This is an optimization exercise on Yosys and OpenROAD, whose aim is small area, not a production implementation. In this exercise RTL edits were held to simulation tests only and were not proved equivalent to the original.

==> design.v <==
module padd #(parameter integer W = 8) (
  input [W-1:0] a, input [W-1:0] b, input ci, output [W-1:0] s);
  reg [W-1:0] g, p, pp;
  reg [W:0] c;
  integer i, j, l;
  always @(*) begin
    pp = a ^ b;
    g = a & b;
    p = pp;
    g[0] = g[0] | (p[0] & ci);
    for (l = 0; l < 7; l = l + 1)
      for (i = 0; i < W; i = i + 1)
        if (((i >> l) & 1) == 1) begin
          j = ((i >> l) << l) - 1;
          g[i] = g[i] | (p[i] & g[j]);
          p[i] = p[i] & p[j];
        end
    c[0] = ci;
    for (i = 0; i < W; i = i + 1) c[i + 1] = g[i];
  end
  assign s = pp ^ c[W-1:0];
endmodule
module rip #(parameter integer W = 8) (
  input [W-1:0] a, input [W-1:0] b, input ci, output [W-1:0] s, output co);
  wire [W:0] c;
  assign c[0] = ci;
  genvar i;
  generate
    for (i = 0; i < W; i = i + 1) begin : bits
      assign s[i] = a[i] ^ b[i] ^ c[i];
      assign c[i + 1] = (a[i] & b[i]) | (c[i] & (a[i] ^ b[i]));
    end
  endgenerate
  assign co = c[W];
endmodule
module cic( clock, take, in_data, out_data, out_round );
input clock;
input [2:0] take;             
input signed [17:0] in_data;
output [15:0] out_data;
output reg out_round;
reg [7:0] c_mid;
reg sg1, sg2;
always @(posedge clock) begin
  c_mid <= in_data[16:9];
  sg1 <= in_data[17];
  sg2 <= sg1;
end
wire [24:0] cx = {{8{sg2}}, c_mid, in_data[8:0]};
wire [24:0] d3;
genvar q;
generate
  for (q = 0; q < 3; q = q + 1) begin : part
    localparam integer LO = (q == 0) ? 0 : (q == 1) ? 9 : 17;
    localparam integer WP = (q == 0) ? 9 : 8;
    reg [WP-1:0] i1, i2, j, p2, p3;
    wire c1i, c2i, c3i, b2i, b3i;
    wire c1o, c2o, c3o, b2o, b3o;
    wire [WP-1:0] s1, s2, s3, e2, e3;
    rip #(.W(WP)) add1(.a(i1), .b(cx[LO+WP-1:LO]), .ci(c1i), .s(s1), .co(c1o));
    rip #(.W(WP)) add2(.a(i2), .b(i1), .ci(c2i), .s(s2), .co(c2o));
    rip #(.W(WP)) add3(.a(j & {WP{~take[q]}}), .b(i2), .ci(c3i), .s(s3), .co(c3o));
    rip #(.W(WP)) sub2(.a(j), .b(~p2), .ci(b2i), .s(e2), .co(b2o));
    rip #(.W(WP)) sub3(.a(e2), .b(~p3), .ci(b3i), .s(e3), .co(b3o));
    assign d3[LO+WP-1:LO] = e3;
    always @(posedge clock) begin
      i1 <= s1;
      i2 <= s2;
      j <= s3;
      if (take[q]) begin
        p2 <= j;
        p3 <= e2;
      end
    end
    if (q == 0) begin : c0
      assign c1i = 1'b0; assign c2i = 1'b0; assign c3i = 1'b0;
      assign b2i = 1'b1; assign b3i = 1'b1;
    end else begin : cq
      reg c1r, c2r, c3r, b2r, b3r;
      always @(posedge clock) begin
        c1r <= part[q-1].c1o; c2r <= part[q-1].c2o; c3r <= part[q-1].c3o;
        b2r <= part[q-1].b2o; b3r <= part[q-1].b3o;
      end
      assign c1i = c1r; assign c2i = c2r; assign c3i = c3r;
      assign b2i = b2r; assign b3i = b3r;
    end
  end
endgenerate
reg [7:0] a_lo, a_hi;
always @(posedge clock) begin
  if (take[0]) out_round <= d3[8];
  if (take[1]) a_lo <= d3[16:9];
  a_hi <= d3[24:17];
end
assign out_data = {a_hi, a_lo};
endmodule
module varcic #(parameter integer DLY = 0)
  ( clock, inject, in_data, in_round, load, act, shift, rsel, out_data );
input clock;
input [3:0] inject;
input signed [15:0] in_data;
input in_round;
input [3:0] load;
input [3:0] act;
input shift;
input [1:0] rsel;
output [15:0] out_data;
reg [4:0] a_hi;
reg s2, s3;
always @(posedge clock) begin
  a_hi <= in_data[15:11];
  s2 <= a_hi[4];
  s3 <= s2;
end
wire [42:0] a_ext = {{10{s3}}, {11{s2}}, {6{a_hi[4]}}, a_hi, in_data[10:0]};
wire [42:0] t;
genvar q;
generate
  for (q = 0; q < 4; q = q + 1) begin : part
    localparam integer LO = 11 * q;
    localparam integer WP = (q == 3) ? 10 : 11;
    reg [WP-1:0] w0, w1, w2, w3, w4;
    wire [WP-1:0] opb = inject[q] ? a_ext[LO+WP-1:LO] : w1;
    wire ci, co;
    wire [WP-1:0] sum;
    rip #(.W(WP)) iadd(.a(w0), .b(opb), .ci(ci), .s(sum), .co(co));
    always @(posedge clock) begin
      w0 <= w1; w1 <= w2; w2 <= w3; w3 <= w4; w4 <= sum;
    end
    wire [WP-1:0] x = (DLY == 0) ? w4 : (DLY == 1) ? w3 : (DLY == 2) ? w2 : (DLY == 3) ? w1 : w0;
    reg [WP-1:0] p0, p1, p2, p3, p4;
    reg [WP-1:0] tr;
    wire bi, bo;
    wire [WP-1:0] diff;
    rip #(.W(WP)) csub(.a(tr), .b(~(p0 & {WP{act[q]}})), .ci(bi), .s(diff), .co(bo));
    always @(posedge clock) begin
      p0 <= p1; p1 <= p2; p2 <= p3; p3 <= p4; p4 <= act[q] ? tr : p0;
      tr <= load[q] ? x : diff;
    end
    assign t[LO+WP-1:LO] = tr;
    if (q == 0) begin : c0
      assign ci = inject[0] & in_round;
      assign bi = 1'b1;
    end else begin : cq
      reg cr, br;
      always @(posedge clock) begin
        cr <= part[q-1].co;
        br <= part[q-1].bo;
      end
      assign ci = cr;
      assign bi = br;
    end
  end
endgenerate
reg [16:0] sl;
always @(*)
  case (rsel)
    2'd0: sl = t[27:11];
    2'd1: sl = t[32:16];
    2'd2: sl = t[37:21];
    default: sl = t[42:26];
  endcase
wire [15:0] rnd = sl[16:1] + {15'b0, sl[0]};
reg [15:0] d0, d1, d2, d3, d4;
always @(posedge clock)
  if (shift) begin
    d0 <= rnd; d1 <= d0; d2 <= d1; d3 <= d2; d4 <= d3;
  end
assign out_data = d4;
endmodule
module cordic( clock, frequency, in_data, out_data_I, out_data_Q );
parameter [16:0] REGMASK = 17'h1ffff;
input clock;
input [31:0] frequency;
input signed [11:0] in_data;
output signed [17:0] out_data_I;
output signed [17:0] out_data_Q;
function [15:0] atan_r;
  input integer n;
  reg [31:0] a;
  reg [31:0] t;
  begin
    case (n)
      0:  a = 32'd633866811;
      1:  a = 32'd334917815;
      2:  a = 32'd170009512;
      3:  a = 32'd85334662;
      4:  a = 32'd42708931;
      5:  a = 32'd21359677;
      6:  a = 32'd10680490;
      7:  a = 32'd5340327;
      8:  a = 32'd2670173;
      9:  a = 32'd1335088;
      10: a = 32'd667544;
      11: a = 32'd333772;
      12: a = 32'd166886;
      13: a = 32'd83443;
      default: a = 32'd41722;
    endcase
    t = (a >> 15) + ((a >> 14) & 32'd1);
    atan_r = t[15:0];
  end
endfunction
reg [31:0] phase;
wire [31:0] phase_sum;
padd #(.W(32)) phase_add(.a(phase), .b(frequency), .ci(1'b0), .s(phase_sum));
always @(posedge clock)
  if (frequency == 32'd0) phase <= 32'd0;
  else phase <= phase_sum;
wire signed [18:0] in_ext = {in_data[11], in_data, 6'b0};
wire [1:0] quadrant = phase[31:30];
wire signed [18:0] x0 = (quadrant == 2'd1 || quadrant == 2'd2) ? -in_ext : in_ext;
wire signed [18:0] y0 = quadrant[1] ? -in_ext : in_ext;
wire [16:0] z0 = {~phase[29], ~phase[29], phase[28:14]};
wire [18:0] xs [0:15];
wire [18:0] ys [0:15];
wire [16:0] zin [0:15];
wire [14:0] dd;
assign zin[0] = z0;
generate
  if (REGMASK[0]) begin : r0
    reg [18:0] xr, yr;
    always @(posedge clock) begin xr <= x0; yr <= y0; end
    assign xs[0] = xr; assign ys[0] = yr;
  end else begin : c0
    assign xs[0] = x0; assign ys[0] = y0;
  end
endgenerate
genvar n;
generate
  for (n = 0; n <= 14; n = n + 1) begin : stages
    wire [16-n:0] z = zin[n][16-n:0];
    wire zs = z[16-n];
    if (n < 14) begin : zu
      localparam [15:0] AT = atan_r(n);
      wire [15-n:0] at = AT[15-n:0];
      wire [15-n:0] atn = -at;
      wire [15-n:0] zo;
      padd #(.W(16-n)) zadd(.a(z[15-n:0]), .b(zs ? at : atn), .ci(1'b0), .s(zo));
      if (REGMASK[n]) begin : zr
        reg [15-n:0] zreg;
        reg dreg;
        always @(posedge clock) begin zreg <= zo; dreg <= zs; end
        assign zin[n+1] = {{(n+1){1'b0}}, zreg};
        assign dd[n] = dreg;
      end else begin : zc
        assign zin[n+1] = {{(n+1){1'b0}}, zo};
        assign dd[n] = zs;
      end
    end else begin : zl
      if (REGMASK[n]) begin : zr
        reg dreg;
        always @(posedge clock) dreg <= zs;
        assign dd[n] = dreg;
      end else begin : zc
        assign dd[n] = zs;
      end
    end
    wire [18:0] x = xs[n];
    wire [18:0] y = ys[n];
    wire s = dd[n];
    wire [18:0] x_shr = {{(n+1){x[18]}}, x[18:n+1]};
    wire [18:0] y_shr = {{(n+1){y[18]}}, y[18:n+1]};
    wire cx = y[n] ^ ~s;
    wire cy = x[n] ^ s;
    wire [19:0] xw = {x, cx} + {y_shr ^ {19{~s}}, cx};
    wire [19:0] yw = {y, cy} + {x_shr ^ {19{s}}, cy};
    wire [18:0] xn = xw[19:1];
    wire [18:0] yn = yw[19:1];
    if (REGMASK[n+1]) begin : r
      reg [18:0] xr, yr;
      always @(posedge clock) begin xr <= xn; yr <= yn; end
      assign xs[n+1] = xr; assign ys[n+1] = yr;
    end else begin : c
      assign xs[n+1] = xn; assign ys[n+1] = yn;
    end
  end
endgenerate
wire [17:0] ri = xs[15][18:1] + {17'b0, xs[15][1] & xs[15][0]};
wire [17:0] rq = ys[15][18:1] + {17'b0, ys[15][1] & ys[15][0]};
generate
  if (REGMASK[16]) begin : rr
    reg [17:0] oi, oq;
    always @(posedge clock) begin oi <= ri; oq <= rq; end
    assign out_data_I = oi; assign out_data_Q = oq;
  end else begin : rc
    assign out_data_I = ri; assign out_data_Q = rq;
  end
endgenerate
endmodule
module rx_frontend(
  input clk,
  input rst,
  input [5:0] rate,
  input [31:0] frequency,
  input signed [11:0] in_data,
  output reg out_strobe,
  output signed [15:0] out_I,
  output signed [15:0] out_Q
  );
  localparam [16:0] REGMASK = 17'b0_1010_1010_1010_1010;
  function integer popc;
    input [16:0] m;
    integer i;
    begin
      popc = 0;
      for (i = 0; i < 17; i = i + 1) popc = popc + m[i];
    end
  endfunction
  localparam integer LC = popc(REGMASK) - 1;
  localparam integer PH_TAKE = (LC - 16 + 50) % 5;    
  localparam integer LC2 = LC + 2;
  localparam integer PH_INJ  = (LC2 - 30 + 50) % 5;   
  localparam integer DLY     = (LC2 >= 9) ? 0 : 9 - LC2;   
  localparam integer LD_OFF  = 33 - LC2 - DLY;               
  localparam integer PH_LD   = (5 - (LD_OFF % 5)) % 5;
  localparam integer K_LD    = (LD_OFF + 4) / 5;      
  localparam integer PH_ACT  = (PH_LD + 1) % 5;
  localparam integer K_ACT   = (PH_LD == 4) ? K_LD - 1 : K_LD;
  reg [2:0] ph;
  reg [5:0] kr;
  wire [2:0] phe = (ph == 3'd5) ? 3'd0 : ph;
  wire wrap = (kr == rate - 6'd1);
  wire [2:0] ph_n = rst ? 3'd5 : (phe == 3'd4) ? 3'd0 : phe + 3'd1;
  wire [5:0] kr_n = rst ? 6'd0 : (phe == 3'd4) ? (wrap ? 6'd0 : kr + 6'd1) : kr;
  wire [2:0] phe_n = (ph_n == 3'd5) ? 3'd0 : ph_n;
  reg take, inject, load, act;
  reg [3:1] inject_d, load_d, act_d;
  reg [2:1] take_d;
  always @(posedge clk) begin
    take_d <= {take_d[1], take};
    inject_d <= {inject_d[2:1], inject};
    load_d <= {load_d[2:1], load};
    act_d <= {act_d[2:1], act};
  end
  reg [1:0] rsel;
  always @(posedge clk) begin
    ph <= ph_n;
    kr <= kr_n;
    out_strobe <= !rst && (ph == 3'd0) && (kr == 6'd0);
    take <= (phe_n == PH_TAKE);
    inject <= (phe_n == PH_INJ);
    load <= (phe_n == PH_LD) && (kr_n == rate - K_LD);
    act <= (phe_n >= PH_ACT) ? (kr_n == rate - K_ACT) : ((kr_n == rate - K_ACT + 6'd1) || (K_ACT == 1 && kr_n == 6'd0));
    case (rate)
      6'd5: rsel <= 2'd0;
      6'd10: rsel <= 2'd1;
      6'd20: rsel <= 2'd2;
      default: rsel <= 2'd3;
    endcase
  end
  wire signed [17:0] cordic_outdata_I;
  wire signed [17:0] cordic_outdata_Q;
  cordic #(.REGMASK(REGMASK)) cordic_inst(
    .clock(clk),
    .in_data(in_data),
    .frequency(frequency),
    .out_data_I(cordic_outdata_I),
    .out_data_Q(cordic_outdata_Q)
    );
  wire [15:0] a_i, a_q;
  wire r_i, r_q;
  cic cic_inst_I2(.clock(clk), .take({take_d, take}), .in_data(cordic_outdata_I), .out_data(a_i), .out_round(r_i));
  cic cic_inst_Q2(.clock(clk), .take({take_d, take}), .in_data(cordic_outdata_Q), .out_data(a_q), .out_round(r_q));
  varcic #(.DLY(DLY)) varcic_inst_I1(.clock(clk), .inject({inject_d, inject}), .in_data(a_i), .in_round(r_i),
    .load({load_d, load}), .act({act_d, act}), .shift(out_strobe), .rsel(rsel), .out_data(out_I));
  varcic #(.DLY(DLY)) varcic_inst_Q1(.clock(clk), .inject({inject_d, inject}), .in_data(a_q), .in_round(r_q),
    .load({load_d, load}), .act({act_d, act}), .shift(out_strobe), .rsel(rsel), .out_data(out_Q));
endmodule
==> run.sh <==
#!/bin/bash
# synth_recipe.tcl (not shown) runs the flow's synth.tcl, then flattens the netlist and writes it again
# the make line also repeats each setting of config.mk as NAME=value (left out here)
make -C /OpenROAD-flow-scripts/flow DESIGN_CONFIG=/design/flow/config.mk WORK_HOME=/design/flow/orfs CLKGATE_MAP_FILE= SYNTH_SCRIPT=/design/flow/synth_recipe.tcl finish
==> config.mk <==
export PLATFORM = sky130hd
export DESIGN_NAME = rx_frontend
export DESIGN_NICKNAME = rx_frontend
export VERILOG_FILES = /design/flow/design.v
export SDC_FILE = /design/flow/constraint.sdc
export NUM_CORES = 4
export LEC_CHECK = 0
export CAP_MARGIN = 20
export CORE_MARGIN = 2
export CORE_UTILIZATION = 75
export CTS_BUF_LIST = sky130_fd_sc_hd__clkbuf_8
export CTS_CLUSTER_DIAMETER = 80
export CTS_CLUSTER_SIZE = 16
export SLEW_MARGIN = 20
==> constraint.sdc <==
create_clock -name core_clock -period 6.0 [get_ports {clk}]
set_input_delay 1.2000 -clock core_clock [delete_from_list [all_inputs] [get_ports {clk}]]
set_output_delay 1.2000 -clock core_clock [all_outputs]
set_load 0.01 [all_outputs]
==> reports/summary.md, run 1 <==
The run finished with no timing, DRC or antenna violations. The highest achievable clock rate was 0.1705 GHz. The average routed wire per standard cell works out to 18.80 um. The die covers 121100 um2. The detailed-routing iteration count for the pre-antenna-repair pass is 6. The post-cts hold buffer count is 0. The ratio of final minimum period to clock period was 97.73%. Entering global routing, the biggest net connects 97 pins. Summing all non-filler instances in the final layout gives an area of 94620 um2.

In the routed layout, each cell is associated on average with a via count of 5.723. For this run, design rule violations remaining after detail routing come to 0. The net count after synthesis came out at 9152. Final critical delay including setup and external delays: 5864 ps. In this run, distinct cell masters in the synthesized netlist total 94. The count of buffers added on input and output ports is 84. At the end of routability-driven placement, the weighted congestion stood at 0.9318. The initial core utilization is 75.39%. Summing all flip-flop and latch instances after layout gives 40380 um2.

The number of top-level pins is 85. In this run the deepest clock path goes through 3 buffers. After legalization and detailed placement, the total HPWL measured 138200 um. The first global-routing pass estimated 297000 um of wire. For the synthesized instance count, the log shows 7990.

Global routing used 37.72% of the available met1 tracks. Along the worst path, the maximum fanout reaches 6. The final count of pins violating max slew is 0.

The nature of the critical path endpoint was a register. The mapped netlist covers 88780 um2. The tools report the pre-CTS setup slack as -18.69 ps.

The fraction of layout instances using a drive strength above 1 is 6.762%, and the share of synthesized flip-flops with an asynchronous set or reset is 0%. Count of flip-flops with a built-in enable after synthesis: 278. STA classifies the critical path startpoint as a register. For this run, global-route usage on met2 was measured as 54.96%. Cells fill 80.35% of the core in the end. The count of nets left with antenna violations once routing finished came out at 0. Type of the setup path with the least slack: register to register. The logs give 58010 for the number of global-route vias before repair and 138 for the number of CTS-inserted buffers. The post-synthesis to final-layout area growth was 6.576%. The clock reaches the later pin of the worst-skew pair after 920 ps. The max-capacitance violation count came out at 0. In this run the mean area of a mapped cell was 11.11 um2.

Number of nets in the layout: 9349. The core area was 117800 um2. Counting every sink on the clock net gives 1877. In the global route stage, met3 resource usage came out at 4.114%. The clock tree synthesis step divided the H-tree into 4 levels.

The total wirelength of the detailed-routed design is 184100 um, and the worst relative slew slack is 34.94%. The via count is 56050, and the worst endpoint required time is 6850 ps. TritonCTS built the clock tree.

The synthesized design contains 1877 register bits. After clock tree synthesis, the clock-pin slew on the worst setup and hold paths is 100 ps. Setup violations remaining at the end of the flow were counted as 0. The worst hold path belongs to the class register to register. The floorplan step set the die width to 348.1 um.

For this block, the initial DRC count from the detailed router was 3045. Number of antenna violations at the first check in global routing: 11. The multi-input gate area in the final layout is 45410 um2.

Yosys printed 19 warnings. After detailed placement, the total cell area comes to 91810 um2. For the final database, setup skew stands at 47.65 ps.

For the part of the Yosys area used for sequential elements, the log shows 45.46%. Data arrives at the worst endpoint at 6710 ps. Global-route layer with the greatest usage: met2. Root cell of the clock tree: sky130_fd_sc_hd__clkbuf_8. At the pin with the least slew margin, the transition time is 974.8 ps. The overall fraction of global-route tracks in use came out at 30.68%. The most used flip-flop cell after synthesis was sky130_fd_sc_hd__dfxtp_1.

Leftover overflow at the end of global routing: 0. Total count of hold-check failures in the final report: 0. The die is 348.1 um tall. The largest registers in the layout are cordic_inst.stages.r.xr (147), cordic_inst.stages.r.yr (147), cordic_inst.stages.zu.zr.zreg (61). The total number of placement rows came out at 126. The number of filler cells placed in the layout was 6923.

Across all setup checks in the final design, the least slack found is 136.2 ps.
-- cell families (layout without fill, tap and decap cells) --
| group | Yosys count | in the layout | synth area share (%) |
|---|---|---|---|
| AO/OA/AOI/OAI | 1334 | 1334 | 9.607 |
| other | 0 | 5 | 0 |
| flip-flops | 1877 | 1877 | 45.46 |
| buffers and inverters | 878 | 1140 | 3.747 |
| AND/OR/NAND/NOR | 1565 | 1565 | 8.640 |
| multiplexers | 188 | 188 | 2.724 |
| adder cells (fa/ha/maj) | 1112 | 1112 | 19.43 |
| XOR/XNOR | 1036 | 1036 | 10.39 |
-- cell type report --
cell class	instances	share of cell area, %
multi-input combinational	5235	47.99
sequential	1877	42.68
inverter	745	2.955
clock buffer	142	2.066
tap	1536	2.031
timing repair buffer	190	1.745
clock inverter	63	0.5223
antenna	5	0.01322
-- per-layer routing --
metal,part of all wire (%),routed length [um],vias up
met5,0.030,55,-
met4,4.0,7449,8
met3,4.1,7546,415
met2,51,93980,1229
met1,41,75100,27090
li1,-,-,27310
-- layout by cell type (no fill, tap or decap), drive strengths merged, types with 23 or more instances in the layout --
master,n
nor4,23
nor2,428
dfxtp,1599
and3,54
or3,32
xnor2,750
nand2,329
mux4,30
mux2,129
o211ai,29
nand2b,71
and2,103
nand3,136
nor3,140
edfxtp,278
a21o,154
fa,445
a31oi,47
o21bai,83
mux2i,29
nand4,39
inv,795
a21oi,380
ha,665
clkdlybuf4s50,84
nor2b,125
o21a,80
or2,24
xor2,276
a211oi,26
clkbuf,142
a21boi,36
buf,106
o21ai,321
-- synthesized netlist by cell type, types with 39 or more instances --
cell type                  instances  share of area (%)
sky130_fd_sc_hd__dfxtp_1        1599                 36
sky130_fd_sc_hd__xnor2_1         748                7.4
sky130_fd_sc_hd__inv_1           739                3.1
sky130_fd_sc_hd__ha_1            665                9.4
sky130_fd_sc_hd__fa_1            445                 10
sky130_fd_sc_hd__nor2_1          428                1.8
sky130_fd_sc_hd__a21oi_1         380                2.1
sky130_fd_sc_hd__nand2_1         329                1.4
sky130_fd_sc_hd__o21ai_0         314                1.8
sky130_fd_sc_hd__edfxtp_1        278                9.4
sky130_fd_sc_hd__xor2_1          276                2.7
sky130_fd_sc_hd__a21o_1          154                1.3
sky130_fd_sc_hd__nor3_1          140               0.79
sky130_fd_sc_hd__nand3_1         136               0.77
sky130_fd_sc_hd__mux2_2          129                1.6
sky130_fd_sc_hd__nor2b_1         125               0.88
sky130_fd_sc_hd__and2_1          102               0.72
sky130_fd_sc_hd__clkbuf_1         85               0.36
sky130_fd_sc_hd__o21bai_1         83               0.70
sky130_fd_sc_hd__o21a_1           80               0.68
sky130_fd_sc_hd__nand2b_1         71               0.50
sky130_fd_sc_hd__and3_1           54               0.38
sky130_fd_sc_hd__a31oi_1          47               0.33
sky130_fd_sc_hd__nand4_1          39               0.27
-- worst paths after layout --
kind	from	end	slack, ps	cells past startpoint
worst max-delay path	inject	varcic_inst_I1.part[0].w4[10]	140	16
worst min-delay path	varcic_inst_I1.part[2].p4[8]	varcic_inst_I1.part[2].p3[8]	300	0
worst max register to register	inject	varcic_inst_I1.part[0].w4[10]	140	16
worst min register to register	varcic_inst_I1.part[2].p4[8]	varcic_inst_I1.part[2].p3[8]	300	0
-- per-stage QoR --
step / hold slack, ps / TNS [ps] / cells
finish: 302.6 / 0 / 9793
global route: 305.5 / -15.18 / 9792
CTS: 300.1 / 0 / 9785
detailed placement: 312.1 / -18.69 / 9580
global placement: 309.6 / 0 / 9580
floorplan: 309.6 / 0 / 7990
-- timing repair --
item,CTS,global route
pin swaps,0,3
endpoints found under the hold margin,0,0
resized for setup,1,73
endpoints found under the setup margin,1,59
buffers inserted,0,3
-- critical path, stage by stage, from the launching register on --
cell and delay (ps):
sky130_fd_sc_hd__dfxtp_1 510, sky130_fd_sc_hd__mux2_2 400, sky130_fd_sc_hd__fa_1 470, sky130_fd_sc_hd__fa_1 430
sky130_fd_sc_hd__fa_1 450, sky130_fd_sc_hd__fa_1 470, sky130_fd_sc_hd__fa_1 440, sky130_fd_sc_hd__fa_1 440
sky130_fd_sc_hd__fa_1 450, sky130_fd_sc_hd__fa_1 420, sky130_fd_sc_hd__inv_1 100, sky130_fd_sc_hd__fa_1 170
sky130_fd_sc_hd__inv_1 60, sky130_fd_sc_hd__fa_1 430, sky130_fd_sc_hd__inv_1 110, sky130_fd_sc_hd__fa_1 410
sky130_fd_sc_hd__inv_1 60
==> run 2, diff against run 1 <==
--- a/config.mk
+++ b/config.mk
@@ -7,7 +7,7 @@
 export LEC_CHECK = 0
 export CAP_MARGIN = 20
 export CORE_MARGIN = 2
-export CORE_UTILIZATION = 75
+export CORE_UTILIZATION = 65
 export CTS_BUF_LIST = sky130_fd_sc_hd__clkbuf_8
 export CTS_CLUSTER_DIAMETER = 80
 export CTS_CLUSTER_SIZE = 16
==> run 2 against run 1 <==
  * Global-route usage decreased by 5.5 points
  * Core utilization down 10 points
  * Wire length down 6.1%
  * Sequential share of layout area down 0.19 points
  * Via count decreased by 2.6%
  * Critical endpoint is now cordic_inst.stages[14].r.yr[14]
==> reports/summary.md, run 2 <==
The slowest stage of the critical path is the sky130_fd_sc_hd__a2111oi_4 cell. Setup slack on the worst reg-to-reg path comes out at 310 ps. The final critical delay including setup and external delays was 5692 ps; the number of CTS-inserted buffers was 143. The cell sitting at the root of the clock tree is a sky130_fd_sc_hd__clkbuf_8. Walking the worst path, the cells encountered are xnor2_4, buf_12, buf_4, ha_1, a21oi_1, nor2_1, a2111oi_4, nand2_1, a21o_1, a21oi_1, xnor2_1, xnor2_1, ha_1, and2_1, and4_1, o211a_1, nor4_2, and2_1, o21a_1, a221oi_4, maj3_1, a21oi_1, mux2i_1, xnor2_1.

The post-synthesis to final-layout area growth was 7.056%; the max-capacitance violation count was 0. The most numerous cell in the Yosys netlist was sky130_fd_sc_hd__dfxtp_1. Clock latency on the worst-skew pair, taken at its later pin, is 940 ps.

The flop and latch count out of synthesis is 1877. The most common cell after layout, fill and taps aside is sky130_fd_sc_hd__dfxtp_1. After detailed routing, the number of vias per cell comes to 5.426. The tools report the highest achievable clock rate as 0.1757 GHz. The routed design has 173000 um of wire.

The number of buffers and inverters on the critical path is 2. Setup violations remaining at the end of the flow were counted as 0. The tools report the data arrival time of the worst path as 6460 ps. The number of top-level pins came out at 85.

In this run the horizontal extent of the chip is 373.6 um. Final count of pins violating max slew: 0.

On the critical path the largest part of the delay comes from compound AO/OA/AOI/OAI gates. The run gives 0 as the number of remaining DRC errors. The kind of start point of the critical path was a register. In the final layout, the registers with the most flip-flops are cordic_inst.stages.r.xr (147), cordic_inst.stages.r.yr (147), cordic_inst.stages.zu.zr.zreg (61). In this run the biggest area consumer among cell types represents 36.06% of the synthesized area.

The run gives 291.1 ps as the worst hold margin. The type of the worst min-delay path was register to register.

The tools report the detailed-routing iteration count for the pre-antenna-repair pass as 5. The logs give 54590 for the via count and 10030 for the number of filler cells placed in the layout. TritonCTS built the clock tree. The clock arrives with 68.21 ps of skew. In this design, the stage delay of the slowest critical-path cell is 560 ps. By count the netlist is led by 1599 x sky130_fd_sc_hd__dfxtp_1, 748 x sky130_fd_sc_hd__xnor2_1, 739 x sky130_fd_sc_hd__inv_1. After global routing the overflow that remains totals 0.

The total count of hold-check failures in the final report came out at 0. Averaged over all synthesized cells, the footprint is 11.11 um2. Data on the critical path is required at its endpoint by 6770 ps. Summed over all nets, the half-perimeter wirelength after detailed placement is 136400 um. Of the synthesized area, sequential elements account for 45.46%. Clock-pin slew was measured on the worst setup and hold paths at 110 ps.

The tools report the H-tree depth as 4. The worst setup path is of the register to register kind. The vertical die dimension is 373.6 um.

The area of the die came out at 139600 um2. The most used flip-flop cell after synthesis was sky130_fd_sc_hd__dfxtp_1. By area the synthesized netlist is led by sky130_fd_sc_hd__dfxtp_1 36%, sky130_fd_sc_hd__fa_1 10%, sky130_fd_sc_hd__edfxtp_1 9.4%, sky130_fd_sc_hd__ha_1 9.4%, sky130_fd_sc_hd__xnor2_1 7.4%. The count of nets left with antenna violations once routing finished came out at 0. For this configuration, the core starts out at a cell density of 65.54%. The run gives 94 as the count of distinct cell types in the synthesized netlist.

Leaving out fill and tap cells, the most frequent cells in the layout are 1582 x sky130_fd_sc_hd__dfxtp_1, 786 x sky130_fd_sc_hd__inv_1, 743 x sky130_fd_sc_hd__xnor2_1, 665 x sky130_fd_sc_hd__ha_1, 445 x sky130_fd_sc_hd__fa_1. The setup slack after layout is 308.0 ps. The fraction of layout instances using a drive strength above 1 is 6.793%, and the largest fanout on the critical path is 10.

The number of antenna violations at the first check in global routing is 10. The count of buffers added on input and output ports is 84. The synthesized netlist occupies a cell area of 88780 um2. The overall fraction of global-route tracks in use is 25.15%. The net count after synthesis is 9152.

The pre-CTS setup slack is -374.1 ps. The congestion estimate from routability-driven global placement came to 0.9049.

Top cell type by total area after synthesis: sky130_fd_sc_hd__dfxtp_1. Number of global-route vias before repair: 55040. Counting every sink on the clock net gives 1877. The run gives 32.15% as the worst relative slew slack. After floorplanning, the core was divided into 135 placement rows.

The run gives 9358 as the number of nets in the layout. The share of synthesized flip-flops with an asynchronous set or reset came out at 0%. For the synthesis warning total, the log shows 19. In the final routed layout, each cell accounts on average for 17.19 um. The ratio of final minimum period to clock period is 94.87%, and the transition at the pin with the smallest max-transition slack is 1010 ps. After technology mapping, the gate count stands at 7990.

The first routing iteration left 2521 violations. For the deepest clock path buffer count, the log shows 3. The count of flip-flops with a built-in enable after synthesis is 278, and the global-route wire length before repair is 282600 um. The region available for standard cell placement spans 135500 um2.

The nature of the critical path endpoint was a register. The tools report the largest net degree at the start of global routing as 78. The run finished with no timing, DRC or antenna violations.
-- run 2: worst register-to-register path, cell delays in order (launching register included) --
cell                        delay, ps
sky130_fd_sc_hd__dfxtp_1          450
sky130_fd_sc_hd__xnor2_4          110
sky130_fd_sc_hd__buf_12           150
sky130_fd_sc_hd__buf_4            140
sky130_fd_sc_hd__ha_1             220
sky130_fd_sc_hd__a21oi_1          250
sky130_fd_sc_hd__nor2_1           100
sky130_fd_sc_hd__a2111oi_4        560
sky130_fd_sc_hd__nand2_1          170
sky130_fd_sc_hd__a21o_1           200
sky130_fd_sc_hd__a21oi_1          170
sky130_fd_sc_hd__xnor2_1          250
sky130_fd_sc_hd__xnor2_1          170
sky130_fd_sc_hd__ha_1             310
sky130_fd_sc_hd__and2_1           190
sky130_fd_sc_hd__and4_1           210
sky130_fd_sc_hd__o211a_1          210
sky130_fd_sc_hd__nor4_2           300
sky130_fd_sc_hd__and2_1           230
sky130_fd_sc_hd__o21a_1           170
sky130_fd_sc_hd__a221oi_4         100
sky130_fd_sc_hd__maj3_1           390
sky130_fd_sc_hd__a21oi_1          190
sky130_fd_sc_hd__mux2i_1          230
sky130_fd_sc_hd__xnor2_1           90
-- run 2: final cells by class --
class | instances | area (um2) | share of cell area [%]
sequential | 1877 | 40380 | 42.49
timing repair buffer | 194 | 1687 | 1.775
antenna | 7 | 17.52 | 0.01843
tap | 1781 | 2228 | 2.345
multi-input combinational | 5235 | 45340 | 47.71
clock inverter | 78 | 608.1 | 0.6398
clock buffer | 144 | 1982 | 2.085
inverter | 745 | 2796 | 2.942
-- run 2: cell families after synthesis --
family / after synthesis / synth area share (%)
DFF: 1877 / 45.46
and+or+nand+nor: 1565 / 8.640
AOI/OAI and AO/OA: 1334 / 9.607
adders and majority gates: 1112 / 19.43
xor gates and xnor gates: 1036 / 10.39
buffers and inverters: 878 / 3.747
muxes: 188 / 2.724
-- run 2: repair_timing --
item                       CTS  global route
setup buffers                0             3
setup endpoints to repair    7            59
pin swaps                    0             4
hold buffers                 0             0
gates resized for setup      4            54
-- run 2: worst paths after layout --
| path | from | end | cells past startpoint |
|---|---|---|---|
| setup / recovery | cordic_inst.stages[12].r.yr[18] | cordic_inst.stages[14].r.yr[14] | 24 |
| hold / removal | varcic_inst_Q1.part[2].p3[0] | varcic_inst_Q1.part[2].p2[0] | 0 |
| setup reg to reg | cordic_inst.stages[12].r.yr[18] | cordic_inst.stages[14].r.yr[14] | 24 |
| hold reg to reg | varcic_inst_Q1.part[2].p3[0] | varcic_inst_Q1.part[2].p2[0] | 0 |
-- run 2: metrics by stage --
stage	std cells	utilization (%)	setup TNS, ps	cell area [um2]
floorplan	7990	-	0	88790
CTS	10050	69.96	0	94780
global placement	9829	68.03	-1076	92150
global route	10060	70.16	-51.37	95040
finish	10060	70.16	0	95050
detailed placement	9829	68.03	-1189	92150
-- run 2: layer usage --
metal | vias up | wire length, um | global-route usage [%]
met5 | - | 0 | 0
met4 | 0 | 5770 | 8.754
met3 | 253 | 4773 | 2.973
met2 | 747 | 86920 | 44.45
met1 | 26220 | 75490 | 31.90
li1 | 27370 | - | -
==> run 3, diff against run 2 <==
--- a/config.mk
+++ b/config.mk
@@ -8,7 +8,7 @@
 export CAP_MARGIN = 20
 export CORE_MARGIN = 2
 export CORE_UTILIZATION = 65
-export CTS_BUF_LIST = sky130_fd_sc_hd__clkbuf_8
-export CTS_CLUSTER_DIAMETER = 80
-export CTS_CLUSTER_SIZE = 16
+export CTS_BUF_LIST = sky130_fd_sc_hd__clkbuf_16
+export CTS_CLUSTER_DIAMETER = 100
+export CTS_CLUSTER_SIZE = 28
 export SLEW_MARGIN = 20
==> run 3 against run 2 <==
  * Worst hold slack improved by 30 ps
  * Largest cell class unchanged
==> reports/summary.md, run 3 <==
The detail route stage leaves a number of antenna-violating nets equal to 0. The tightest min-delay check is of the register to register type. For this configuration, the core starts out at a cell density of 65.54%.

Sequential cells were found to cover 45.46% of the synthesized design area. The run gives 54320 as the via count. In the routed layout, each cell is associated on average with a via count of 5.449. The tools report the number of global-route vias before repair as 54810.

Leaving out fill and tap cells, the most frequent cell in the layout is sky130_fd_sc_hd__dfxtp_1. The average routed wire per standard cell was 17.33 um. Counting every instance in the synthesized netlist gives 7990. From synthesis to final layout, the design area changed by 6.935%.

Of the post-synthesis cell area, the dominant cell type holds 36.06%. In this run the worst path has a maximum fanout of 11. The kind of start point of the critical path is a register. In the layout the commonest cells are 1583 x sky130_fd_sc_hd__dfxtp_1, 769 x sky130_fd_sc_hd__inv_1, 742 x sky130_fd_sc_hd__xnor2_1, 665 x sky130_fd_sc_hd__ha_1, 445 x sky130_fd_sc_hd__fa_1. The overall fraction of global-route tracks in use is 25.00%.

The startpoint identified for the worst hold timing path is varcic_inst_Q1.part[2].p1[2]. Measured along the y axis, the die boundary spans 373.6 um. For the synthesized area, the log shows 88780 um2.

The violation count after the first detailed-route iteration is 2610. The delay of the slowest cell on the worst path is 570 ps, and the number of CTS-inserted buffers is 82. The type of the setup path with the least slack was register to register.

Data on the critical path arrives at its endpoint at 6310 ps. After global routing the overflow that remains totals 0. Total count of hold-check failures in the final report: 0. The run gives 32.16% as the worst relative slew slack. The highest achievable clock rate is 0.1751 GHz.

The H-tree depth was 3; the global-route wire length before repair was 282400 um. For the final routed database, the setup TNS stands at 0 ps.

In this run, synthesis produced a sequential element count of 1877. The number of nets handed over by synthesis was 9152. Clock latency on the worst-skew pair, taken at its later pin, is 730 ps. The horizontal extent of the die is 373.6 um, and the fraction of layout instances using a drive strength above 1 is 6.001%.

The Yosys step of the flow raised 19 warnings. During I/O placement, the number of pins put on the boundary was 85. Entering global routing, the biggest net connects 78 pins. After synthesis, the mean cell area works out to 11.11 um2.

Traced cell by cell, the critical path runs through xnor2_4, ha_1, a21oi_1, nor2_1, a2111oi_4, nand2_1, a21o_1, a21oi_1, xnor2_1, xnor2_1, ha_1, and2_1, and4_1, o211a_1, nor4_2, and2_1, o21a_1, a221oi_4, maj3_1, a21oi_1, mux2i_1, xnor2_1. Counting the fill cells in the layout gives 10010. By area the synthesized netlist is led by sky130_fd_sc_hd__dfxtp_1 36%, sky130_fd_sc_hd__fa_1 10%, sky130_fd_sc_hd__edfxtp_1 9.4%, sky130_fd_sc_hd__ha_1 9.4%, sky130_fd_sc_hd__xnor2_1 7.4%. Number of antenna violations at the first check in global routing: 11.

The run finished with no timing, DRC or antenna violations. The total number of placement rows was 135. The synthesized design spends more area on one cell type than any other, namely sky130_fd_sc_hd__dfxtp_1.

The most common cell in the synthesized netlist is sky130_fd_sc_hd__dfxtp_1. The startpoint identified for the worst register-to-register timing path is cordic_inst.stages[12].r.yr[18]. TritonCTS built the clock tree. For the number of remaining DRC errors, the log shows 0. Setup repair after global routing could not meet its margin everywhere. The tools report the root cell of the clock tree as sky130_fd_sc_hd__clkbuf_16. The area of the die came out at 139600 um2.

Counting instances in the post-synthesis netlist gives the leading cell types as 1599 x sky130_fd_sc_hd__dfxtp_1, 748 x sky130_fd_sc_hd__xnor2_1, 739 x sky130_fd_sc_hd__inv_1. In this run, synthesis inferred 278 flip-flops with an integrated enable. The clock passes through at most 3 buffers.

The weighted congestion reported at the end of routability-driven placement was 0.9049. The critical path startpoint is cordic_inst.stages[12].r.yr[18]. Before antenna repair, the detailed router went through 5 iterations.

The tools report the nature of the critical path endpoint as a register. The clock arrives with 39.34 ps of skew. The clock-pin slew on the worst setup and hold paths was 110 ps. The most used flip-flop cell after synthesis was sky130_fd_sc_hd__dfxtp_1.

The run gives 0 as the final count of pins violating max slew. The slack of the worst reg-to-reg path is 290 ps. The number of nets in the layout was 9294; the final critical delay including setup and external delays was 5709 ps. The worst hold margin was 321.2 ps.

After detailed placement, the total cell area comes to 92150 um2. Once layout is done, the placed cells without fillers occupy 94940 um2. Max-cap violations in this run came to 0. The run gives 1877 as the number of clock sinks. The largest individual stage delay along the critical path comes from the cell sky130_fd_sc_hd__a2111oi_4. Number of setup violations in the final report: 0. The largest registers in the layout are cordic_inst.stages.r.xr (147), cordic_inst.stages.r.yr (147), cordic_inst.stages.zu.zr.zreg (61).

The core area is 135500 um2, and the HPWL reported at the end of detailed placement is 136400 um. The count of distinct cell types in the synthesized netlist was 94. The share of synthesized flip-flops with an asynchronous set or reset works out to 0%.

The total wirelength of the detailed-routed design was 172700 um; the transition at the pin with the smallest max-transition slack was 1010 ps. In the finished design, the share of the clock period the worst path needs comes to 95.16%. Input and output buffers added on the ports amount to 84.

The worst endpoint required time is 6600 ps. For the post-CTS setup-driven buffer insertion count, the log shows 0.
[run 3: cell count changes in the layout (fill, tap and decap cells not counted), moves of 3 or more]
cell                        previous run  this run
sky130_fd_sc_hd__clkinv_16             0         3
sky130_fd_sc_hd__clkinv_8             11         3
sky130_fd_sc_hd__inv_1               786       769
sky130_fd_sc_hd__clkbuf_16             0        82
sky130_fd_sc_hd__clkbuf_8            144         0
[run 3: metrics by stage]
step	setup slack (ps)	util (%)	instances
global route	-47.11	70.07	9963
CTS	8.517	69.90	9963
finish	290.5	70.08	9968
detailed placement	-374.1	68.03	9829
global placement	-363.1	68.03	9829
floorplan	35.53	-	7990
[run 3: worst max-delay path: cells and delay by family, from the launching register on]
family	cells	cell delay, ps
adders and majority gates	3	1060
DFF	1	390
xor gates and xnor gates	4	880
muxes	1	230
and+or+nand+nor	6	1190
AOI/OAI and AO/OA	8	1870
[run 3: cell type report]
class | instances | area, um2 | area share (%)
inverter | 745 | 2796 | 2.946
multi-input combinational | 5235 | 45350 | 47.77
clock buffer | 82 | 2052 | 2.161
antenna | 5 | 12.51 | 0.01318
sequential | 1877 | 40380 | 42.54
clock inverter | 52 | 464.2 | 0.4889
timing repair buffer | 191 | 1652 | 1.740
tap | 1781 | 2228 | 2.347
[run 3: logic make-up after synthesis]
kind of cell,Yosys count,synth area share [%]
xor gates and xnor gates,1036,10.39
and+or+nand+nor,1565,8.640
buffers and inverters,878,3.747
AOI/OAI and AO/OA,1334,9.607
DFF,1877,45.46
muxes,188,2.724
adders and majority gates,1112,19.43
[run 3: worst paths after layout]
kind / end / depth (start not counted)
max: cordic_inst.stages[14].r.yr[14] / 22
min: varcic_inst_Q1.part[2].p0[2] / 0
max reg2reg: cordic_inst.stages[14].r.yr[14] / 22
min reg2reg: varcic_inst_Q1.part[2].p0[2] / 0
[run 3: timing repair]
action / 4_1_cts / 5_1_grt
hold buffers: 0 / 0
pin swaps: 0 / 2
gates resized for setup: 3 / 58
endpoints found under the setup margin: 6 / 54
[run 3: metal layers]
metal,wire (um),vias to the layer above,track usage [%]
li1,-,27220,-
met2,86970,663,44.64
met4,5683,0,8.158
met3,4411,246,2.173
met5,0,-,0
met1,75640,26180,32.03
==> run 4, diff against run 3 <==
--- a/design.v
+++ b/design.v
@@ -90,7 +90,7 @@
 always @(posedge clock) begin
   if (take[0]) out_round <= d3[8];
   if (take[1]) a_lo <= d3[16:9];
-  a_hi <= d3[24:17];
+  if (take[2]) a_hi <= d3[24:17];
 end
 assign out_data = {a_hi, a_lo};
 endmodule
@@ -105,14 +105,7 @@
 input shift;
 input [1:0] rsel;
 output [15:0] out_data;
-reg [4:0] a_hi;
-reg s2, s3;
-always @(posedge clock) begin
-  a_hi <= in_data[15:11];
-  s2 <= a_hi[4];
-  s3 <= s2;
-end
-wire [42:0] a_ext = {{10{s3}}, {11{s2}}, {6{a_hi[4]}}, a_hi, in_data[10:0]};
+wire [42:0] a_ext = {{27{in_data[15]}}, in_data};
 wire [42:0] t;
 genvar q;
 generate
--- a/config.mk
+++ b/config.mk
@@ -8,7 +8,8 @@
 export CAP_MARGIN = 20
 export CORE_MARGIN = 2
 export CORE_UTILIZATION = 65
-export CTS_BUF_LIST = sky130_fd_sc_hd__clkbuf_16
-export CTS_CLUSTER_DIAMETER = 100
-export CTS_CLUSTER_SIZE = 28
+export CTS_BUF_LIST = sky130_fd_sc_hd__clkbuf_8
+export CTS_CLUSTER_DIAMETER = 80
+export CTS_CLUSTER_SIZE = 16
+export PLACE_DENSITY = 0.8
 export SLEW_MARGIN = 20
==> run 4 against run 3 <==
  * Area after synthesis barely moved
  * Via count up 1.3%
  * Non-clock buffer count is 21 lower
  * Fmax fell by 1.8%
  * First-iteration DRC count up 31%
  * Clock-buffer cell count rose by 60
  * Sequential share of layout area about the same
==> reports/summary.md, run 4 <==
After clock tree synthesis, the flow added hold-fix buffers numbering 0. The synthesized design contains 294 enable-type register cells. For this run, asynchronously set or reset flops after synthesis account for 0%. Before CTS, the worst setup slack after placement is 173.7 ps. The first global-routing pass estimated 276800 um of wire.

For the synthesis warning total, the log shows 19. The total count of hold-check failures in the final report came out at 0. The data arrival time of the worst path is 6620 ps. Number of global-route vias before repair: 55800. Most used flip-flop cell after synthesis: sky130_fd_sc_hd__dfxtp_1. STA classifies the critical path endpoint as a register. Worst endpoint required time: 6800 ps. The initial utilization of the core area, before any placement, comes to 65.51%.

The vertical die dimension works out to 373.5 um. The congestion estimate from routability-driven global placement came to 0.8955. The tools report the final count of pins violating max slew as 0. Most frequent cell on the critical path: sky130_fd_sc_hd__a21o_1.

The root buffer cell chosen for the clock tree is sky130_fd_sc_hd__clkbuf_8. Synthesis handed over a netlist of 7991 instances. Entering global routing, the biggest net connects 68 pins.

The slowest stage of the critical path is the sky130_fd_sc_hd__fa_1 cell. Number of nets in the layout: 9331. The logs give 1863 for the number of clock sinks and 135500 um2 for the core area.

The horizontal extent of the die was 373.5 um. Dividing the detail-routed via count by the number of cells gives 5.490. The HPWL reported at the end of detailed placement was 130500 um; the total wirelength of the detailed-routed design was 168100 um. The smallest clock period supported by the final layout is computed as 5817 ps. The most common cell after layout, fill and taps aside is sky130_fd_sc_hd__dfxtp_1. The proportion of netlist area held by the largest area contributor is 35.39%. The post-layout instance count excluding filler cells was 10030.

The signal on the critical path passes through buf_4, xor2_1, fa_1, a21o_1, a21o_1, a21o_1, a21oi_2, o21bai_1, a21oi_1, nor2_1, o31a_1, or4_1, a31o_1, a21o_1, xnor3_1, ha_1, a21oi_1, nor2_1, or4_1, a21o_1, a31o_1, a311o_1, a21oi_1, xnor2_1. The tools report the placed instance area as 91960 um2. The run gives 38.30% as the worst relative slew slack. The count of input and output buffers is 84. The setup slack after layout is 183.4 ps, and the average cell area after synthesis is 11.11 um2. Ranked by instance count, the synthesized netlist is headed by 1569 x sky130_fd_sc_hd__dfxtp_1, 745 x sky130_fd_sc_hd__xnor2_1, 743 x sky130_fd_sc_hd__inv_1. After synthesis, the cell types taking the most area are sky130_fd_sc_hd__dfxtp_1 35%, sky130_fd_sc_hd__fa_1 10%, sky130_fd_sc_hd__edfxtp_1 9.9%, sky130_fd_sc_hd__ha_1 9.4%, sky130_fd_sc_hd__xnor2_1 7.4%. The routed layout has 55050 vias.

The clock reaches the later pin of the worst-skew pair after 920 ps. The multi-input combinational cells in the finished layout cover a total of 45400 um2. Across every metal layer, demand over resource in global routing totals 24.17%. The area growth from synthesis to layout is 6.697%. In this run, the number of DRC markers left after iteration 0 of detailed routing was 3422. The layout has 9645 filler cells.

Synthesis produced a netlist with a net count of 9152. The library cells used most frequently in the layout, excluding fill and tap cells, are 1558 x sky130_fd_sc_hd__dfxtp_1, 789 x sky130_fd_sc_hd__inv_1, 742 x sky130_fd_sc_hd__xnor2_1, 664 x sky130_fd_sc_hd__ha_1, 445 x sky130_fd_sc_hd__fa_1. The tools report the count of distinct cell types in the synthesized netlist as 99.

STA classifies the critical path startpoint as a register. For the H-tree depth, the log shows 4. The worst-case clock skew came out at 56.59 ps. The clock-pin slew on the worst setup and hold paths came out at 90 ps. The worst setup path is of the register to register kind. The count of nets left with antenna violations once routing finished came out at 0. The cell area that synthesis handed to floorplanning was 88750 um2. The floorplan has 135 rows. Number of remaining DRC errors: 0. Setup violations remaining at the end of the flow were counted as 0. The ratio of final minimum period to clock period was 96.94%; the part of the Yosys area used for sequential elements was 45.34%. The run finished with no timing, DRC or antenna violations.

The delay of the slowest cell on the worst path works out to 450 ps. For the pin with the worst max-slew slack, the measured transition is 924.5 ps. After synthesis the netlist holds a flip-flop and latch count of 1863.

For the sequential cell area, the log shows 40260 um2. Measured on the finished design, the core utilization comes to 69.90%. The highest achievable clock rate was 0.1719 GHz. Max-cap violations in this run came to 0. 85 I/O pins were placed. The number of placed instances, taps included, is 9809. After routing the design area is 94690 um2. For the number of CTS-inserted buffers, the log shows 139. The leftover overflow at the end of global routing is 0.

Yosys instantiated no cell more often than sky130_fd_sc_hd__dfxtp_1. Along the worst path, the maximum fanout reaches 5. After detailed routing, the average wire length per cell comes to 16.77 um.

The run gives 4 as the number of antenna violations at the first check in global routing. TritonCTS built the clock tree. The worst hold path belongs to the class register to register. The fraction of layout instances using a drive strength above 1 is 6.468%. The biggest area contributor in the post-synthesis netlist is sky130_fd_sc_hd__dfxtp_1. The detailed-routing iteration count for the pre-antenna-repair pass is 7. The largest registers in the layout are cordic_inst.stages.r.xr (147), cordic_inst.stages.r.yr (147), cordic_inst.stages.zu.zr.zreg (61). The setup TNS after final layout was 0 ps. The area of the die came out at 139500 um2.

The deepest clock path buffer count came out at 3.
run 4: cell count changes after synthesis, moves of 22 or more:
cell and delta:
sky130_fd_sc_hd__o21ai_0 -27, sky130_fd_sc_hd__nand3_1 -29, sky130_fd_sc_hd__o21ai_1 +27, sky130_fd_sc_hd__dfxtp_1 -30, sky130_fd_sc_hd__nand2_1 -22
run 4: timing repair:
item	in CTS	in global routing
endpoints found under the hold margin	0	0
buffers inserted	0	1
gates resized for setup	0	52
endpoints found under the setup margin	0	38
run 4: layer usage:
metal	part of all wire [%]	track usage, %	wire, um	vias up
met4	2.4	6.546	4032	2
met2	49	41.63	82240	989
met1	45	32.25	75490	26470
li1	-	-	-	27320
met5	0.0065	0	11	-
met3	3.8	3.047	6330	268
run 4: kinds of logic (layout without fill, tap and decap cells):
family	after synthesis	count (layout)	synth area share, %
and+or+nand+nor	1585	1585	8.896
adders and majority gates	1111	1111	19.42
DFF	1863	1863	45.34
AOI/OAI and AO/OA	1327	1327	9.490
buffers and inverters	882	1132	3.746
muxes	195	195	2.803
other	0	4	0
xor gates and xnor gates	1028	1028	10.30
run 4: worst max-delay path: cells and delay by family, from the launching register on:
| family | cells | cell delay, ps |
|---|---|---|
| adders and majority gates | 2 | 810 |
| buffers and inverters | 1 | 170 |
| xor gates and xnor gates | 3 | 530 |
| and+or+nand+nor | 4 | 1030 |
| AOI/OAI and AO/OA | 14 | 2840 |
| DFF | 1 | 350 |
run 4: path summary, 6_finish.rpt:
check / start / endpoint / slack [ps] / cells after the start
hold / removal: varcic_inst_Q1.part[1].p1[3] / varcic_inst_Q1.part[1].p0[3] / 310 / 0
setup reg to reg: cordic_inst.stages[11].zu.zr.dreg / cordic_inst.stages[12].r.xr[12] / 180 / 24
hold reg to reg: varcic_inst_Q1.part[1].p1[3] / varcic_inst_Q1.part[1].p0[3] / 310 / 0
setup / recovery: cordic_inst.stages[11].zu.zr.dreg / cordic_inst.stages[12].r.xr[12] / 180 / 24
run 4: cell type report:
type,count,share of cell area [%]
timing repair buffer,170,1.570
antenna,4,0.01057
multi-input combinational,5246,47.95
inverter,750,2.973
tap,1781,2.353
sequential,1863,42.51
clock inverter,70,0.5655
clock buffer,142,2.064
run 4: metrics by stage:
stage	hold slack (ps)
after detailed placement	312.1
after global routing	308.5
after global placement	309.8
after floorplan	309.6
final	308.4
after CTS	300.2
==> run 5, diff against run 4 <==
--- a/config.mk
+++ b/config.mk
@@ -11,5 +11,4 @@
 export CTS_BUF_LIST = sky130_fd_sc_hd__clkbuf_8
 export CTS_CLUSTER_DIAMETER = 80
 export CTS_CLUSTER_SIZE = 16
-export PLACE_DENSITY = 0.8
 export SLEW_MARGIN = 20
==> run 5 against run 4 <==
  * First-iteration DRC count down 7.4%
  * Global-route usage down 0.11 points
  * Cell count up 0.31%
  * Core utilization up 0.11 points
  * Final area up 0.16%
  * Still clean on timing, DRC and antenna
  * Clock skew down 8.8 ps
  * Critical path type unchanged
  * Synthesized cell count unchanged
  * Wire length down 1.3%
  * Non-clock buffer count up 28
==> reports/summary.md, run 5 <==
For this design the top-level I/O count stands at 85. Setup repair after global routing could not meet its margin everywhere. Static timing analysis puts the maximum clock frequency at 0.1731 GHz. The core region is 135500 um2.

The detail route stage leaves a number of antenna-violating nets equal to 0. Global routing used 24.06% of the available tracks across all layers. The max-capacitance violation count is 0. Across the whole layout, storage elements account for 40260 um2. The HPWL reported at the end of detailed placement is 129800 um.

Among all cell types in the netlist, the one instantiated most often is sky130_fd_sc_hd__dfxtp_1. The clock latency of the later-clocked register in the worst-skew pair was 900 ps. Buffers placed on the I/O ports in this run total 84. The first global-routing pass estimated 274600 um of wire.

TritonCTS built the clock tree. The proportion of netlist area held by the largest area contributor was 35.39%; the worst-case clock skew was 47.81 ps. The number of nets in the layout was 9359. After detailed routing, no signal wire sits above met4. Clock tree synthesis inserted a total of 139 buffers.

The top cell types in the final layout, fill and taps aside, are 1556 x sky130_fd_sc_hd__dfxtp_1, 791 x sky130_fd_sc_hd__inv_1, 739 x sky130_fd_sc_hd__xnor2_1, 664 x sky130_fd_sc_hd__ha_1, 445 x sky130_fd_sc_hd__fa_1. Once the floorplan was initialized, standard cells occupied 65.51% of the core. At the end of routability-driven placement, the weighted congestion stood at 0.9050. The worst setup path is captured at a register. At the worst endpoint, the required time is 6830 ps. Counting instances in the post-synthesis netlist gives the leading cell types as 1569 x sky130_fd_sc_hd__dfxtp_1, 745 x sky130_fd_sc_hd__xnor2_1, 743 x sky130_fd_sc_hd__inv_1. In the synthesized netlist the async set-or-reset flop fraction comes to 0%. The logs give 0 for the leftover overflow at the end of global routing and 7991 for the synthesized instance count. Summed over all instances, the cell type with the most area after synthesis is sky130_fd_sc_hd__dfxtp_1.

The total length of routed met3 wires is 5330 um, and the vertical die dimension is 373.5 um. Averaged over all synthesized cells, the footprint is 11.11 um2. Prior to clock tree synthesis, the placed netlist has a worst setup slack of 151.7 ps.

Final critical delay including setup and external delays: 5776 ps. The flow ran to the end and the layout has no timing, DRC or antenna violations. For the number of filler cells placed in the layout, the log shows 10070.

Counting every net in the synthesized netlist gives 9152. The logs give 45.34% for the part of the Yosys area used for sequential elements and 0 for the number of remaining DRC errors. The run gives 0 as the number of setup violations in the final report. After detailed routing, the average wire length per cell comes to 16.49 um.

The most common cell after layout, fill and taps aside was sky130_fd_sc_hd__dfxtp_1. The count of flip-flops with a built-in enable after synthesis works out to 294. The largest registers in the layout are cordic_inst.stages.r.xr (147), cordic_inst.stages.r.yr (147), cordic_inst.stages.zu.zr.zreg (61). Synthesis instantiated 99 different standard cells from the library.

Relative to the synthesized area, the layout overhead comes to 6.872%. In the post-synthesis netlist, the biggest area contributors are sky130_fd_sc_hd__dfxtp_1 35%, sky130_fd_sc_hd__fa_1 10%, sky130_fd_sc_hd__edfxtp_1 9.9%, sky130_fd_sc_hd__ha_1 9.4%, sky130_fd_sc_hd__xnor2_1 7.4%. The run gives 0 as the total count of hold-check failures in the final report.

Measured against its own limit, the worst slew margin works out to 32.18%. Multi-input gate area in the final layout: 45340 um2. For the deepest clock path buffer count, the log shows 3. Data arrives at the worst endpoint at 6610 ps. For this run, the detailed router's first-pass iteration total came to 6. The ratio of final minimum period to clock period came out at 96.27%.

Buffers added to address setup during post-CTS repair amount to 0. Across all layers, the routed design uses 54670 vias. The setup slack after layout was 223.7 ps; the horizontal extent of the die was 373.5 um. In this run the worst path has a maximum fanout of 6. The kind of start point of the critical path is a register. The run gives 79400 um as the amount of wire on met2 after detailed routing. Summing all placed instances gives a cell area of 92180 um2. The mapped netlist covers 88750 um2. The final count of pins violating max slew is 0. The tools report the number of global-route vias before repair as 54660. The cell sitting at the root of the clock tree is a sky130_fd_sc_hd__clkbuf_8. In the synthesized netlist the dominant register cell turns out to be sky130_fd_sc_hd__dfxtp_1. The floorplan step defined a die boundary enclosing 139500 um2.

The floorplan has 135 rows. The number of antenna violations at the first check in global routing was 1; the H-tree depth was 4. The clock-pin slew on the worst setup and hold paths was 100 ps. Largest net degree at the start of global routing: 83. The violation count after the first detailed-route iteration came out at 3169. The post-cts hold buffer count came out at 0. After detailed routing, the number of vias per cell comes to 5.436. The transition at the pin with the smallest max-transition slack works out to 1016 ps. Type of the setup path with the least slack: register to register. The detailed-routing wirelength on met1 was 77330 um; the cell area after layout was 94850 um2. Synthesis inferred 1863 register bits.

The path class of the tightest hold or removal check is register to register. Of the cells placed in the final design, the portion with a size suffix greater than 1 is 6.672%. The synthesis warning total is 19. CTS saw 1863 sinks. Wires add up to 165900 um.
[run 5: cell type report]
cell class | count | share of cell area (%)
well taps | 1781 | 2.349
repair buffers | 198 | 1.806
clock inverters | 73 | 0.5461
diodes | 3 | 0.007915
flip-flops and latches | 1863 | 42.45
clock buffers | 143 | 2.075
inverters | 750 | 2.968
multi-input cells | 5246 | 47.80
[run 5: path summary, 6_finish.rpt]
| check | from | end | slack (ps) | cells after the start |
|---|---|---|---|---|
| hold / removal | varcic_inst_I1.part[1].p2[10] | varcic_inst_I1.part[1].p1[10] | 310 | 0 |
| setup / recovery | cordic_inst.stages[11].zu.zr.dreg | cordic_inst.stages[12].r.xr[12] | 220 | 24 |
| setup reg to reg | cordic_inst.stages[11].zu.zr.dreg | cordic_inst.stages[12].r.xr[12] | 220 | 24 |
| hold reg to reg | varcic_inst_I1.part[1].p2[10] | varcic_inst_I1.part[1].p1[10] | 310 | 0 |
[run 5: through the flow]
stage                     TNS [ps]  std cells  util, %  hold slack (ps)
after floorplan                  0       7991        -            309.6
after global placement           0       9838    68.04            309.5
after detailed placement         0       9838    68.04            312.1
after CTS                        0      10050    69.88            311.5
after global routing        -10.10      10060    70.01            314.5
final                            0      10060    70.01            308.4
[run 5: layer usage]
metal,global-route usage (%),up-vias
li1,-,27410
met1,33.09,26290
met3,2.932,222
met2,40.36,749
met5,0,-
met4,6.623,0
[run 5: repair_timing]
action                                  4_1_cts  5_1_grt
gates resized for setup                       0       41
hold endpoints to repair                      0        0
endpoints found under the setup margin        0       46
[run 5: cells by family (layout without fill, tap and decap cells)]
kind of cell	after synthesis	in the layout	synth area share (%)
adders and majority gates	1111	1111	19.42
DFF	1863	1863	45.34
xor gates and xnor gates	1028	1028	10.30
buffers and inverters	882	1164	3.746
muxes	195	195	2.803
AOI/OAI and AO/OA	1327	1327	9.490
and+or+nand+nor	1585	1585	8.896
other	0	3	0
[run 5: worst max-delay path: stages, from the launching register on]
cell	delay (ps)
sky130_fd_sc_hd__dfxtp_2	370
sky130_fd_sc_hd__buf_4	180
sky130_fd_sc_hd__xor2_1	200
sky130_fd_sc_hd__fa_1	450
sky130_fd_sc_hd__a21o_1	180
sky130_fd_sc_hd__a21o_1	200
sky130_fd_sc_hd__a21o_1	200
sky130_fd_sc_hd__a21oi_2	170
sky130_fd_sc_hd__o21bai_1	110
sky130_fd_sc_hd__a21oi_1	210
sky130_fd_sc_hd__nor2_1	80
sky130_fd_sc_hd__o31a_1	260
sky130_fd_sc_hd__or4_1	430
sky130_fd_sc_hd__a31o_1	230
sky130_fd_sc_hd__a21o_1	200
sky130_fd_sc_hd__xnor3_1	200
sky130_fd_sc_hd__ha_1	350
sky130_fd_sc_hd__a21oi_1	150
sky130_fd_sc_hd__nor2_1	70
sky130_fd_sc_hd__or4_1	390
sky130_fd_sc_hd__a21o_1	200
sky130_fd_sc_hd__a31o_1	230
sky130_fd_sc_hd__a311o_1	340
sky130_fd_sc_hd__a21oi_1	180
sky130_fd_sc_hd__xnor2_1	130

static timing again, ports no longer ideal:
How much do the figures lean on ideal ports? The routed layouts below were timed once more, with nothing changed but the port constraints. Step 1, drivers: a clkbuf_16 drives clk and a buf_2 each remaining input, both assumed. Step 2 moves the port delays by t, midway between the first and last clock arrival at a register: inputs arrive t later, outputs are due t later. That takes back most of the time a late clock gives input paths. a / b / c = ideal ports / drivers / drivers and shift; a / b = the first two.
run	shift t [ns]	setup WS [ns]	slew at the worst register clock pin (ns)
run 1	0.965	0.136 / 0.136 / 0.136	0.11 / 0.11
run 2	0.988	0.308 / 0.308 / 0.308	0.11 / 0.11
run 3	0.786	0.291 / 0.291 / 0.291	0.11 / 0.11
run 4	0.962	0.183 / 0.183 / 0.183	0.11 / 0.11
run 5	0.945	0.224 / 0.224 / 0.224	0.11 / 0.11
After both steps every run listed still meets setup and hold.
